Context: an optimization exercise on an open-source flow, tuned for small area, a short achievable clock period and few clock cycles. The choices shown serve that exercise and are no tape-out recipe.
Where RTL was checked, it was by simulation tests only, not by an equivalence proof against the original.

Setup of the reference run:
==> flow/design.v (excerpt) <==
module SequentialMultiplier(clock, reset, multiplicand, multiplier, product, ready, start);
    parameter N = 32;
    input clock;
    input reset;
    input [N-1:0] multiplicand, multiplier;
    output [2*N-1:0] product;
    output ready;
    input start;
    logic busy;
    logic first, first_n;                
    logic [2:0] count;                   
    logic [N-1:0] m_register;
    logic b0;                            
    logic [34:0] acc_s, acc_c;       
    logic [N-1:0] ph_register;           
    logic [N-1:0] pl_register;           
    logic [3:0] one, two, neg;      
    logic [3:0] one_n1, two_n1, neg_n1;    
    logic [7:0] pend_s, pend_c;          
    logic pend_n;                        
    logic [1:0] pend_ci;                 
    wire go = start & ~busy;
    wire accumulate = busy & ~count[2];
    wire resolve = busy & count[2];
    assign ready = ~busy;
    wire [8:0] bb = go ? {multiplier[8:1], 1'b0} : pl_register[15:7];
  ...
export LEC_CHECK = 0
export CAP_MARGIN = 20
export CORE_MARGIN = 2
export CORE_UTILIZATION = 40
export SETUP_SLACK_MARGIN = 1.3
export SLEW_MARGIN = 20
export SYNTH_HIERARCHICAL = 1
create_clock -name core_clock -period 4.0 [get_ports {clock}]
standard.sh (not shown) runs the stock make flow with config.mk's settings and CLKGATE_MAP_FILE= SYNTH_SCRIPT=/design/flow/synth_recipe.tcl, a recipe that flattens the netlist after the stock synthesis.
==> flow/flow/run.sh <==
#!/bin/bash
# Standard layout (the standard.sh, unchanged synthesis and steps), with
# the port buffers made from sky130_fd_sc_hd__buf_1 instead of the flow's
# default pick. Every tool's output goes to standard.log here.
set -euo pipefail
export BUFFER_PORTS_ARGS="-buffer_cell sky130_fd_sc_hd__buf_1"
bash standard.sh > standard.log 2>&1
What the trial run does differently from the reference run at the input level:
- SETUP_SLACK_MARGIN now 1.2, was 1.3
[summary]
Higher growth of design area from synthesis to finish goes to the reference run over the trial run.
The reference run → the trial run: final non-filler cell area down 94 um^2, sequential share of layout area flat, placed wire-length estimate after detailed placement down 2.2%, maximum achievable frequency flat, wire length down about 3%.
Function was not checked in any run of this note: the RTL went through the layout flow alone.


Setup of job 2603:
Another version of the RTL of SequentialMultiplier (not shown whole).
Size in the first run: about 1,300 cells after synthesis, about 200 flip-flops, roughly 130 I/O pins, roughly 0.014 mm² of cells after synthesis.
export LEC_CHECK = 0
export CAP_MARGIN = 20
export CORE_MARGIN = 2
export CORE_UTILIZATION = 40
export SETUP_SLACK_MARGIN = 1.0
export SLEW_MARGIN = 20
export SYNTH_HIERARCHICAL = 1
create_clock -name core_clock -period 4.0 [get_ports {clock}]
==> flow/flow/run.sh <==
#!/bin/bash
# Standard layout (the standard.sh, unchanged synthesis and steps), with
# the port buffers made from sky130_fd_sc_hd__buf_1 instead of the flow's
# default pick. Every tool's output goes to standard.log here.
set -euo pipefail
cp standard.sh standard.sh.txt 2>/dev/null || true
export BUFFER_PORTS_ARGS="-buffer_cell sky130_fd_sc_hd__buf_1"
bash standard.sh > standard.log 2>&1
Job 2603: all stages complete, timing, DRC and antenna checks passed
Testbench counts of job 2603, summed over its fixed seeds: cycles 28,808.
--- input diff job 2603..job 235 ---
diff --git a/flow/flow/run.sh b/flow/flow/run.sh
--- a/flow/flow/run.sh
+++ b/flow/flow/run.sh
@@ -5,3 +5,2 @@
 set -euo pipefail
-cp standard.sh standard.sh.txt 2>/dev/null || true
 export BUFFER_PORTS_ARGS="-buffer_cell sky130_fd_sc_hd__buf_1"
diff --git a/flow/config.mk b/flow/config.mk
--- a/flow/config.mk
+++ b/flow/config.mk
@@ -9,3 +9,3 @@
 export CORE_MARGIN = 2
-export CORE_UTILIZATION = 40
+export CORE_UTILIZATION = 60
 export SETUP_SLACK_MARGIN = 1.0
Findings:
Job 235: full flow OK, the timing, design-rule and antenna checks passed
| die width | higher: job 2603 |
The final non-filler cell area number comes out lower for job 235 vs job 2603.
Between job 235 and job 2603, it is job 235 whose met1 routed wirelength after detailed routing is lower, by 270 µm.
Job 235 against job 2603: final cell count down 140; post-route clock period utilization up 1.3 points; die area down about 33%.
Setup changes, job 235 to job 2981
==> flow/run.sh (new file) <==
#!/bin/bash
# synth_recipe.tcl (not shown) runs the flow's synth.tcl, then flattens the netlist and writes it again
# the make line also repeats each setting of config.mk as NAME=value (left out here)
make -C /OpenROAD-flow-scripts/flow DESIGN_CONFIG=/design/flow/config.mk WORK_HOME=/design/flow/orfs CLKGATE_MAP_FILE= SYNTH_SCRIPT=/design/flow/synth_recipe.tcl finish
diff --git a/flow/config.mk b/flow/config.mk
--- a/flow/config.mk
+++ b/flow/config.mk
@@ -9,3 +9,3 @@
 export CORE_MARGIN = 2
-export CORE_UTILIZATION = 60
+export CORE_UTILIZATION = 40
 export SETUP_SLACK_MARGIN = 1.0
removed: flow/flow/run.sh
removed: flow/standard.sh
==> run summary <==
- Result: PASS for each of job 235 and job 2981
- Compared to job 235, the routing of job 2981 uses more wire.
- Job 2981 against job 235: global placer's final weighted congestion -0.022, reg2reg setup slack +0.07 ns, overall die area +49%.
The following lists how job 3509 was set up differently from job 2981:
==> flow/flow/run.sh (new file) <==
#!/bin/bash
# Standard layout (the standard.sh, unchanged synthesis and steps), with
# the port buffers made from sky130_fd_sc_hd__buf_1 instead of the flow's
# default pick. Every tool's output goes to standard.log here.
set -euo pipefail
export BUFFER_PORTS_ARGS="-buffer_cell sky130_fd_sc_hd__buf_1"
bash standard.sh > standard.log 2>&1
==> flow/standard.sh (new file) <==
#!/bin/bash
# synth_recipe.tcl (not shown) runs the flow's synth.tcl, then flattens the netlist and writes it again
# the make line also repeats each setting of config.mk as NAME=value (left out here)
make -C /OpenROAD-flow-scripts/flow DESIGN_CONFIG=/design/flow/config.mk WORK_HOME=/design/flow/orfs CLKGATE_MAP_FILE= SYNTH_SCRIPT=/design/flow/synth_recipe.tcl "${@:-finish}"
diff --git a/flow/config.mk b/flow/config.mk
--- a/flow/config.mk
+++ b/flow/config.mk
@@ -10,3 +10,3 @@
 export CORE_UTILIZATION = 40
-export SETUP_SLACK_MARGIN = 1.0
+export SETUP_SLACK_MARGIN = 1.4
 export SLEW_MARGIN = 20
removed: flow/run.sh
[summary]
Diff job 2981 and job 3509: hold slack lower in job 3509. Compare job 2981 and job 3509 | area added between synthesis and finish lower: job 2981. Minimum clock period ended up 0.15 ns lower on job 3509 than on job 2981. Job 2981 → job 3509: global-route usage lost 0.29 points; via count now sits higher. Against job 2981, job 3509 reports a setup slack that is higher. Going from job 2981 to job 3509, synthesized area neither gained nor lost much, wire length of the first global-routing pass lost about 1.4%.
> inputs changed (job 3509 -> job 2709)
diff --git a/flow/config.mk b/flow/config.mk
--- a/flow/config.mk
+++ b/flow/config.mk
@@ -10,3 +10,3 @@
 export CORE_UTILIZATION = 40
-export SETUP_SLACK_MARGIN = 1.4
+export SETUP_SLACK_MARGIN = 1.3
 export SLEW_MARGIN = 20
Notes after the runs:
Job 2709 vs job 3509, endpoint of the most critical setup path: ph_register[30] vs ph_register[28]. The post-place setup slack reported for job 2709 is greater than that of job 3509 by 0.096 ns. The slew of the pin with the lowest slew margin reported for job 2709 is greater than that of job 3509 by 0.037 ns. Taking job 3509 as the reference, in job 2709 met2 wire length lost 6.0%; detailed-route wire length per cell lost about 3%; routed wire length lost 5.7%; summed area of non-filler cells in the final layout lost 4.8%. Any difference in global routing usage on met1 between job 3509 and job 2709 is small enough to ignore. Job 2709 ends up with a fraction of area in registers that is 1.5 points higher than in job 3509. [compare] base=job 3509 new=job 2709: minimum clock period after layout went up by 0.027 ns, via count of the first global-routing pass went up by 43.


## old
Another version of the RTL of SequentialMultiplier (not shown whole).
For scale: roughly 1200 cells after synthesis.
==> flow/config.mk <==
export PLATFORM = sky130hd
export DESIGN_NAME = SequentialMultiplier
export DESIGN_NICKNAME = SequentialMultiplier
export VERILOG_FILES = /design/flow/design.v
export SDC_FILE = /design/flow/constraint.sdc
export NUM_CORES = 4
export LEC_CHECK = 0
export CAP_MARGIN = 20
export CORE_MARGIN = 2
export CORE_UTILIZATION = 40
export SETUP_SLACK_MARGIN = 1.4
export SLEW_MARGIN = 20
export SYNTH_HIERARCHICAL = 1
==> flow/constraint.sdc <==
create_clock -name core_clock -period 4.0 [get_ports {clock}]
set_input_delay 0.8000 -clock core_clock [delete_from_list [all_inputs] [get_ports {clock}]]
set_output_delay 0.8000 -clock core_clock [all_outputs]
set_load 0.01 [all_outputs]
==> flow/flow/run.sh <==
#!/bin/bash
# Standard layout (the standard.sh, unchanged synthesis and steps), with
# the port buffers made from sky130_fd_sc_hd__buf_1 instead of the flow's
# default pick. Every tool's output goes to standard.log here.
set -euo pipefail
export BUFFER_PORTS_ARGS="-buffer_cell sky130_fd_sc_hd__buf_1"
bash standard.sh > standard.log 2>&1
old: no failed stages, no open violations at the end
Inputs modified between old and new:
# old
export LEC_CHECK = 0
export CAP_MARGIN = 20
export CORE_MARGIN = 2
export CORE_UTILIZATION = 40
export SETUP_SLACK_MARGIN = 1.4
export SLEW_MARGIN = 20
export SYNTH_HIERARCHICAL = 1
create_clock -name core_clock -period 4.0 [get_ports {clock}]
# new
export LEC_CHECK = 0
export CAP_MARGIN = 20
export CORE_MARGIN = 2
export CORE_UTILIZATION = 40
export SETUP_SLACK_MARGIN = 1.3
export SLEW_MARGIN = 20
export SYNTH_HIERARCHICAL = 1
create_clock -name core_clock -period 4.0 [get_ports {clock}]
==> run summary <==
The fraction of area in registers reported for new is greater than that of old by 0.99 points.
Cmp old and new / share of cell area taken by multi-input logic gates / lower: old
Summary — final area, new relative to old: lower, by about 4.3%.
Between new and old, it is new whose non-clock buffer share of cell area is lower, by 2.6 points.
Summary: first-pass GRT wire length, new better than old
No run of this note included a check of the RTL's function; only the layout flow was run.

[afterwards: timing with drivers on the ports]
Ports are ideal in the flow. The routed layouts listed here were re-timed in OpenROAD. Step 1, drivers: a clkbuf_16 drives clock and a buf_2 each remaining input, both assumed. Step 2 moves the port delays by t, midway between the first and last clock arrival at a register: inputs arrive t later, outputs are due t later. That takes back most of the time a late clock gives input paths. Three values: ideal, step 1, step 2; two values: the first two.
run | t, ns | slack for setup (ns) | worst slew at a driven data input, ns
the reference run | 0.585 | 1.239 / 1.239 / 1.239 | 0.05
the trial run | 0.587 | 1.233 / 1.233 / 1.233 | 0.06
job 2603 | 0.506 | 1.119 / 1.119 / 1.119 | 0.05
job 235 | 0.494 | 1.065 / 1.065 / 1.065 | 0.07
job 2981 | 0.506 | 1.139 / 1.139 / 1.139 | 0.05
job 3509 | 0.502 | 1.289 / 1.289 / 1.289 | 0.05
job 2709 | 0.500 | 1.262 / 1.262 / 1.262 | 0.05
old | 0.502 | 1.399 / 1.399 / 1.105 | 0.05
new | 0.491 | 1.319 / 1.319 / 1.212 | 0.05
After both steps setup and hold are still met in every run listed. For old, which loses most, drivers alone change the setup slack by 0.000 ns; drivers and shift together by -0.294 ns.
